Context: an optimization exercise on an open-source flow, tuned for a short achievable clock period and few clock cycles. The choices shown serve that exercise and are no tape-out recipe. Function was checked by simulation only, so behaviour that the tests miss may differ from the original. Power figures rest on the tool's default switching activity, not on a simulated workload.

--- flow/run.sh ---
#!/bin/bash
# synth_recipe.tcl (not shown) runs the flow's synth.tcl, then flattens the netlist and writes it again
# the make line also repeats each setting of config.mk as NAME=value (left out here)
make -C /OpenROAD-flow-scripts/flow DESIGN_CONFIG=/design/flow/config.mk WORK_HOME=/design/flow/orfs CLKGATE_MAP_FILE= SYNTH_SCRIPT=/design/flow/synth_recipe.tcl finish
--- flow/design.v ---
`timescale 1ns / 1ps
module ALU(
	 input [2:0] ALU_OP,
	 input [31:0] A,
	 input [31:0] B,
	 output reg [31:0]f,
	 output reg COUT,
	 output ZF,
	 output reg OF
    );
	 assign ZF=(f>0)?0:1;
	 always@(*)
	 begin
		COUT = 0;
		OF = 0;
		case(ALU_OP)
		3'b000:begin f[31:0] = A[31:0] & B[31:0];OF=0; end
		3'b001:begin f[31:0] = A[31:0] | B[31:0];OF=0; end
		3'b010:begin f[31:0] = A[31:0] ^ B[31:0];OF=0; end
		3'b011:begin f[31:0] = ~(A[31:0] | B[31:0]); OF=0; end
		3'b100:begin {COUT,f[31:0]} = A[31:0] + B[31:0];OF=A[31]^B[31]^f[31]^COUT; end
		3'b101:begin {COUT,f[31:0]} = A[31:0] - B[31:0];OF=A[31]^B[31]^f[31]^COUT; end
		3'b110:
		begin
			if(A[31:0] < B[31:0]) f = 1;
			else f = 0;
		end
		3'b111:f[31:0] = B[31:0] << A[31:0];
		endcase
	 end
endmodule
`timescale 1ns / 1ps
module register(
	 input [4:0] R_Addr_A,
	 input [4:0] R_Addr_B,
	 input [4:0] W_Addr,
	 input [31:0] W_Data,
	 input Write_Reg,
	 input CLK,
	 input RST,
	 output [31:0] R_Data_A,
	 output [31:0] R_Data_B
    );
	 reg [31:0] REG_Files[0:31];
	 integer k;
	 assign R_Data_A = REG_Files[R_Addr_A];
	 assign R_Data_B = REG_Files[R_Addr_B];
	 always @(posedge CLK or posedge RST)
	 begin
		if(RST)
		begin
			for(k=0;k<32;k=k+1)
				REG_Files[k] <= 0;
		end
		else
		begin
			if (Write_Reg==1 && W_Addr !=0)	 
			begin
				REG_Files[W_Addr] <= W_Data;
			end
		end
	 end
endmodule
`timescale 1ns / 1ps
module InsTrans(
	input [5:0] OP,
	input [5:0] func,
	input ZF,
	output reg Write_Reg,
	output reg [2:0] ALU_OP,
	output reg [1:0] w_r_s,
	output reg imm_s,
	output reg rt_imm_s,
	output reg [1:0] wr_data_s,
	output reg Mem_Write,
	output reg [1:0] PC_S
    );
	always@(*)
	begin
		Write_Reg = 0;
		ALU_OP = 3'b100;
		w_r_s = 2'b00;
		imm_s = 0;
		rt_imm_s = 0;
		wr_data_s = 2'b00;
		Mem_Write = 0;
		PC_S = 2'b00;
		if(OP == 6'b000000)
		begin
			if(func == 6'b001000)  
			begin
				PC_S = 2'b01;
			end
			else
			begin
				w_r_s = 2'b00;   
				case(func)
				6'b100000:begin ALU_OP = 3'b100; Write_Reg = 1; end	 
				6'b100010:begin ALU_OP = 3'b101; Write_Reg = 1; end	 
				6'b100100:begin ALU_OP = 3'b000; Write_Reg = 1; end	 
				6'b100101:begin ALU_OP = 3'b001; Write_Reg = 1; end	 
				6'b100110:begin ALU_OP = 3'b010; Write_Reg = 1; end	 
				6'b100111:begin ALU_OP = 3'b011; Write_Reg = 1; end	 
				6'b101011:begin ALU_OP = 3'b110; Write_Reg = 1; end	 
				6'b000100:begin ALU_OP = 3'b111; Write_Reg = 1; end	 
				default: ;
				endcase
			end
		end
		else if(OP == 6'b001000)	 
		begin
			w_r_s = 2'b01;
			imm_s = 1;
			rt_imm_s=1;
			ALU_OP = 3'b100;
			Write_Reg = 1;
		end
		else if(OP == 6'b001100)	 
		begin
			w_r_s = 2'b01;
			rt_imm_s=1;
			ALU_OP = 3'b000;
			Write_Reg = 1;
		end
		else if(OP == 6'b001110)	 
		begin
			w_r_s = 2'b01;
			rt_imm_s=1;
			ALU_OP = 3'b010;
			Write_Reg = 1;
		end
		else if(OP == 6'b001011)	 
		begin
			w_r_s = 2'b01;
			rt_imm_s=1;
			ALU_OP = 3'b110;
			Write_Reg = 1;
		end
		else if(OP == 6'b100011)   
		begin
			w_r_s = 2'b01;
			imm_s = 1;
			rt_imm_s=1;
			wr_data_s = 2'b01;
			ALU_OP = 3'b100;
			Write_Reg = 1;
		end
		else if(OP == 6'b101011)   
		begin
			imm_s = 1;
			rt_imm_s=1;
			ALU_OP = 3'b100;
			Mem_Write = 1;
		end
		else if(OP == 6'b000100)   
		begin
			imm_s = 1;
			ALU_OP = 3'b101;
			PC_S = {ZF,1'b0};
		end
		else if(OP == 6'b000101)   
		begin
			imm_s = 1;
			ALU_OP = 3'b101;
			PC_S = {~ZF,1'b0};
		end
		else if(OP == 6'b000010)   
		begin
			PC_S = 2'b11;
		end
		else if(OP == 6'b000011)   
		begin
			w_r_s = 2'b10;
			wr_data_s = 2'b10;
			Write_Reg = 1;
			PC_S = 2'b11;
		end
	end
endmodule
`timescale 1ns / 1ps
module Instruct(
	input rst,
	input clk,
	input [1:0] PC_s,
	input [31:0] R_Data_A,
	input [31:0] imm_data,
	input [25:0] address,
	output [31:0] PC_new,
	output reg [31:0] PC
    );
	assign PC_new = PC+4;
	always @(posedge clk or posedge rst)
	begin
		if(rst) PC <= 0;
		else
		begin
			case (PC_s)
				2'b00:	PC <= PC_new;
				2'b01:	PC <= R_Data_A;
				2'b10:	PC <= PC_new + (imm_data<<2);
				2'b11:	PC <= {PC_new[31:28], address, 2'b00};
			endcase
		end
	end
endmodule
`timescale 1ns / 1ps
module cpu(
	input clk,
	input rst,
	output [31:0] imem_addr,
	input  [31:0] imem_rdata,
	output [5:0]  dmem_addr,
	output [31:0] dmem_wdata,
	output        dmem_we,
	input  [31:0] dmem_rdata
    );
	wire [31:0] inst;
	wire [5:0] OP;
	wire [5:0] func;
	wire [4:0] rs;
	wire [4:0] rt;
	wire [4:0] rd;
	wire [15:0] imm;
	wire [25:0] address;
	wire [31:0] imm_data;
	wire imm_s;
	wire Write_Reg;
	wire [2:0] ALU_OP;
	wire [31:0] A;		 
	wire [31:0] B;		 
	wire COUT;
	wire OF;
	wire ZF;
	wire [31:0] f;
	wire [1:0] PC_s;
	wire [31:0] PC_new;
	wire [31:0] PC;
	wire [4:0] W_Addr;
	wire [1:0] w_r_s;
	wire [31:0] ALU_B;
	wire rt_imm_s;
	wire Mem_Write;
	wire [1:0] wr_data_s;
	wire [5:0] Mem_Addr;
	wire [31:0] M_W_Data;
	wire [31:0] M_R_Data;
	wire [31:0] W_Data;
	assign OP = inst[31:26];
	assign rs = inst[25:21];
	assign rt = inst[20:16];
	assign rd = inst[15:11];
	assign func = inst[5:0];
	assign imm = inst[15:0];
	assign address = inst[25:0];
	assign imm_data = (imm_s)?{{16{imm[15]}},imm}:{{16{1'b0}},imm};	 
	assign W_Addr = (w_r_s[1]) ? 5'b11111 : ((w_r_s[0]) ? rt : rd);
	assign ALU_B = (rt_imm_s) ? imm_data :B;
	assign Mem_Addr = f[5:0];
	assign W_Data = (wr_data_s[1])?PC_new:((wr_data_s[0])?M_R_Data:f);
	assign M_W_Data = B;
	assign imem_addr = PC;
	assign inst = imem_rdata;
	assign dmem_addr = Mem_Addr;
	assign dmem_wdata = M_W_Data;
	assign dmem_we = Mem_Write;
	assign M_R_Data = dmem_rdata;
	register myJicunqi(	 
	.CLK(clk),
	.RST(rst),
	.Write_Reg(Write_Reg),
	.W_Addr(W_Addr),
	.W_Data(W_Data),
	.R_Addr_A(rs),
	.R_Addr_B(rt),
	.R_Data_A(A),
	.R_Data_B(B)
	);
	InsTrans myInstTranslate(	 
	.OP(OP),
	.func(func),
	.ZF(ZF),
	.Write_Reg(Write_Reg),
	.ALU_OP(ALU_OP),
	.w_r_s(w_r_s),
	.imm_s(imm_s),
	.rt_imm_s(rt_imm_s),
	.wr_data_s(wr_data_s),
	.Mem_Write(Mem_Write),
	.PC_S(PC_s)	);
	ALU myALU(
	.ALU_OP(ALU_OP),
	.A(A),
	.B(ALU_B),
	.COUT(COUT),
	.f(f),
	.OF(OF),
	.ZF(ZF)
	);
	Instruct myInstruct (	 
	.clk(clk),
	.rst(rst),
	.PC_s(PC_s),
	.R_Data_A(A),
	.imm_data(imm_data),
	.address(address),
	.PC_new(PC_new),
	.PC(PC)
	);
endmodule
--- flow/config.mk ---
export PLATFORM = sky130hd
export DESIGN_NAME = cpu
export DESIGN_NICKNAME = cpu
export VERILOG_FILES = /design/flow/design.v
export SDC_FILE = /design/flow/constraint.sdc
export NUM_CORES = 4
export LEC_CHECK = 0
export CAP_MARGIN = 20
export CORE_MARGIN = 2
export CORE_UTILIZATION = 30
export SETUP_SLACK_MARGIN = 1.0
export SLEW_MARGIN = 20
--- flow/constraint.sdc ---
create_clock -name core_clock -period 12.5 [get_ports {clk}]
set_input_delay 2.5000 -clock core_clock [delete_from_list [all_inputs] [get_ports {clk}]]
set_output_delay 2.5000 -clock core_clock [all_outputs]
set_load 0.01 [all_outputs]
==> notes.md <==
CP endpoint kind primary output; Hold Violations, Final 0; Least-Margin Pin Slew 1280 ps; gr ovfl total 0; Cell Pwr Density 131 nW/µm²; VDD IR max 0.133 mV; I/O Buffers 136; Root Buffer Master clkbuf_16; Area Overhead vs Synth 17.3%; Worst slew margin 14.8%; Num CTS Buffers 119; most numerous cell in the Yosys netlist nand2_1; share of cells above drive strength 1 11.8%; clock sink count 1056; Synth top cells by count 1270 x nand2_1, 1111 x o21ai_0, 1056 x dfrtp_1, 759 x and3_1, 660 x clkbuf_1; Final min period 11580 ps; Worst-path clk slew 60 ps; outcome no timing/DRC/antenna violations; first-pass GRT wire length 555000 µm; CTS Buffer Depth 3; Post-synth top flop dfrtp_1; hold crit path type flop to flop; grt met1 use between 40 and 50%; 1st-pass router iterations 8; insertion delay to the later sink of the worst-skew pair 840 ps; Critical Setup Path Class primary input to primary output; EDFF count, synth 0; Critical Path RT 10000 ps; Yosys top cell by area dfrtp_1; Cell Area, Synth 63700 µm²; Area contributors post-synth dfrtp_1 41%, o21ai_0 8.7%, nand2_1 7.5%; synthesis-stage register bit count between 1000 and 1500; final WL ~410000 µm; static leakage 0.0346 µW; Syn Nets 7851; RSZ-0062 raised after global routing no; Final Skew 56.6 ps; Highest Clock Rate 86.3 MHz; fin. max-slew vios 0; Via density approximately 6.7; Final setup viols 0; grt met2 use 50.0%; Final HPWL DP 283000 µm; Async S/R FF share, synth 100%; Post-CTS Hold Buffers 0; grt peak-use layer met2; starting density of the core 30.1%; dpl cell area 69700 µm²; Power, Total 9750 µW; largest net degree at the start of global routing 168; drt first-iter violations 12700; initial antenna violation count 60; fill count 21800; CORE AREA 211000 µm²; MaxCap Viol Count 0; Post-Synthesis Cells 7656; Yosys cell types between 100 and 150; die height around 460 µm; Synth top area share 41.5%; Placement Setup Slack around 380 ps; # rows 169; Post-Syn Area per Cell 8.32 µm²; vias in the first global route 65100; number of H-tree levels 3; CTS tree yes; Worst setup SP type primary input; GPL Wtd Cong 1.07; # nets final 7789; Yosys Warn Count 5; die area between 200000 and 250000 µm²; width of the die ~460 µm; Routed wire per std cell roughly 39 µm; antenna viol nets, final 0; Worst EP arrival 9080 ps; I/O pin cnt 137; crit path max fanout 33; DRC Markers 0; register area share after synthesis between 40% and 50%; PnR worst setup slack 916 ps; gr usage total 36.6%; met3 GRT Util 14.6%; Tcrit/Tclk final 92.7%; routed vias 70600; cell area after layout 74700 µm²
## cell usage in the layout, fill, tap and decap left out, types with 126 or more instances in the layout
cell type        instances
clkdlybuf4s50_1        128
buf_4                  400
inv_1                  140
and3_1                 757
a2111oi_0              178
nand2_1               1238
ha_1                   126
dfrtp_1               1056
a21oi_1                165
o21ai_0               1084
nor2_1                 231
a22oi_1                382
nand3_1                227
## cells by family after synthesis
kind of cell | share of synthesized area [%]
AO/OA/AOI/OAI | 23.7
flip-flops | 41.5
AND/OR/NAND/NOR | 24.0
adder cells (fa/ha/maj) | 2.57
multiplexers | 1.63
XOR/XNOR | 1.02
buffers and inverters | 5.62
## worst paths after layout
kind,startpoint,to,slack [ps],cells after the start
worst max-delay path,imem_rdata[23],dmem_addr[0],920,19
worst min-delay path,myJicunqi.REG_Files[0][27]$_DFFE_PP0P_,myJicunqi.REG_Files[0][27]$_DFFE_PP0P_,400,0
worst max register to register,myJicunqi.REG_Files[15][1]$_DFFE_PP0P_,myInstruct.PC[9]$_DFF_PP0_,4460,28
worst min register to register,myJicunqi.REG_Files[0][27]$_DFFE_PP0P_,myJicunqi.REG_Files[0][27]$_DFFE_PP0P_,400,0
max in group asynchronous,rst,myJicunqi.REG_Files[18][16]$_DFFE_PP0P_,7500,5
min in group asynchronous,rst,myJicunqi.REG_Files[3][29]$_DFFE_PP0P_,1950,2
## registers in the layout (all words and copies together), names as in the netlist
name                 count
myJicunqi.REG_Files   1024
myInstruct.PC           32
## worst max-delay path, stage by stage
cell and delay [ps]:
buf_2 660, nand3_1 530, nor2_4 800, buf_4 380
a22oi_1 120, and3_1 210, nand4_1 490, inv_1 120
ha_1 480, inv_1 180, a21o_1 250, nor2b_1 150
a211oi_1 340, o31ai_2 160, a21oi_1 370, o311a_1 270
o31a_1 160, o32a_1 260, clkdlybuf4s50_1 580
## metal layers
| layer | part of all wire [%] | vias up | wire length [µm] |
|---|---|---|---|
| met5 | 0.065 | - | 266 |
| met4 | 9.1 | 38 | 37300 |
| met3 | 15 | 1859 | 60700 |
| met2 | 39 | 6340 | 160000 |
| met1 | 37 | 34400 | 152000 |
| li1 | - | 27900 | - |
## per-stage QoR
stage               utilization, %  hold WS [ps]  instances  setup TNS [ps]
floorplan                        -           434       7656        -4816980
global placement              32.9           379      10200               0
detailed placement            32.9           386      10200               0
CTS                           35.0           402      10500               0
global route                  35.3           413      10500               0
finish                        35.3           401      10600               0
## timing repair
action | CTS | global route
buffers inserted | 5 | 33
endpoints found under the setup margin | 3 | 3
resized for setup | 22 | 32
cloned | 1 | 1
pin swaps | 2 | 10
## layout make-up
| class | instances | area (µm²) | area share, % |
|---|---|---|---|
| Multi-Input combinational cell | 5706 | 34900 | 46.7 |
| Tap cell | 2821 | 3530 | 4.72 |
| Sequential cell | 1056 | 26400 | 35.4 |
| Inverter | 144 | 549 | 0.735 |
| Clock buffer | 172 | 3510 | 4.70 |
| Timing Repair Buffer | 567 | 4970 | 6.65 |
| Clock inverter | 52 | 761 | 1.02 |
| Antenna cell | 38 | 95.1 | 0.127 |
## power by group
part	total (µW)	leakage [µW]	internal (µW)	switching [µW]
Clock	3910	0.00209	2250	1670
Sequential	3770	0.0146	3570	202
Combinational	2070	0.0179	656	1420
Testbench counts, summed over its fixed seeds: cycles 30,636.

-- what the ideal ports hide --
In the flow no input, the clock included, has a driving cell. The finished layout below was timed again as built, in two steps.
Step 1, drivers: a clkbuf_16 drives clk and a buf_2 each remaining input, both assumed.
Step 2 moves the port delays by t, midway between the first and last clock arrival at a register: inputs arrive t later, outputs are due t later. That takes back most of the time a late clock gives input paths.
Slacks: ideal / step 1 / step 2; pairs: ideal / step 1.
t, ns: 0.899
slack for setup (ns): 0.916 / 0.778 / 0.778
worst setup path after step 2: input to output
latest minus earliest clock arrival (ns): 0.057 / 0.056
cell pins on the clock port's net: 1
After both steps setup and hold are still met in this run. The setup slack of this run moves by -0.138 ns with the drivers and by -0.138 ns with both steps.
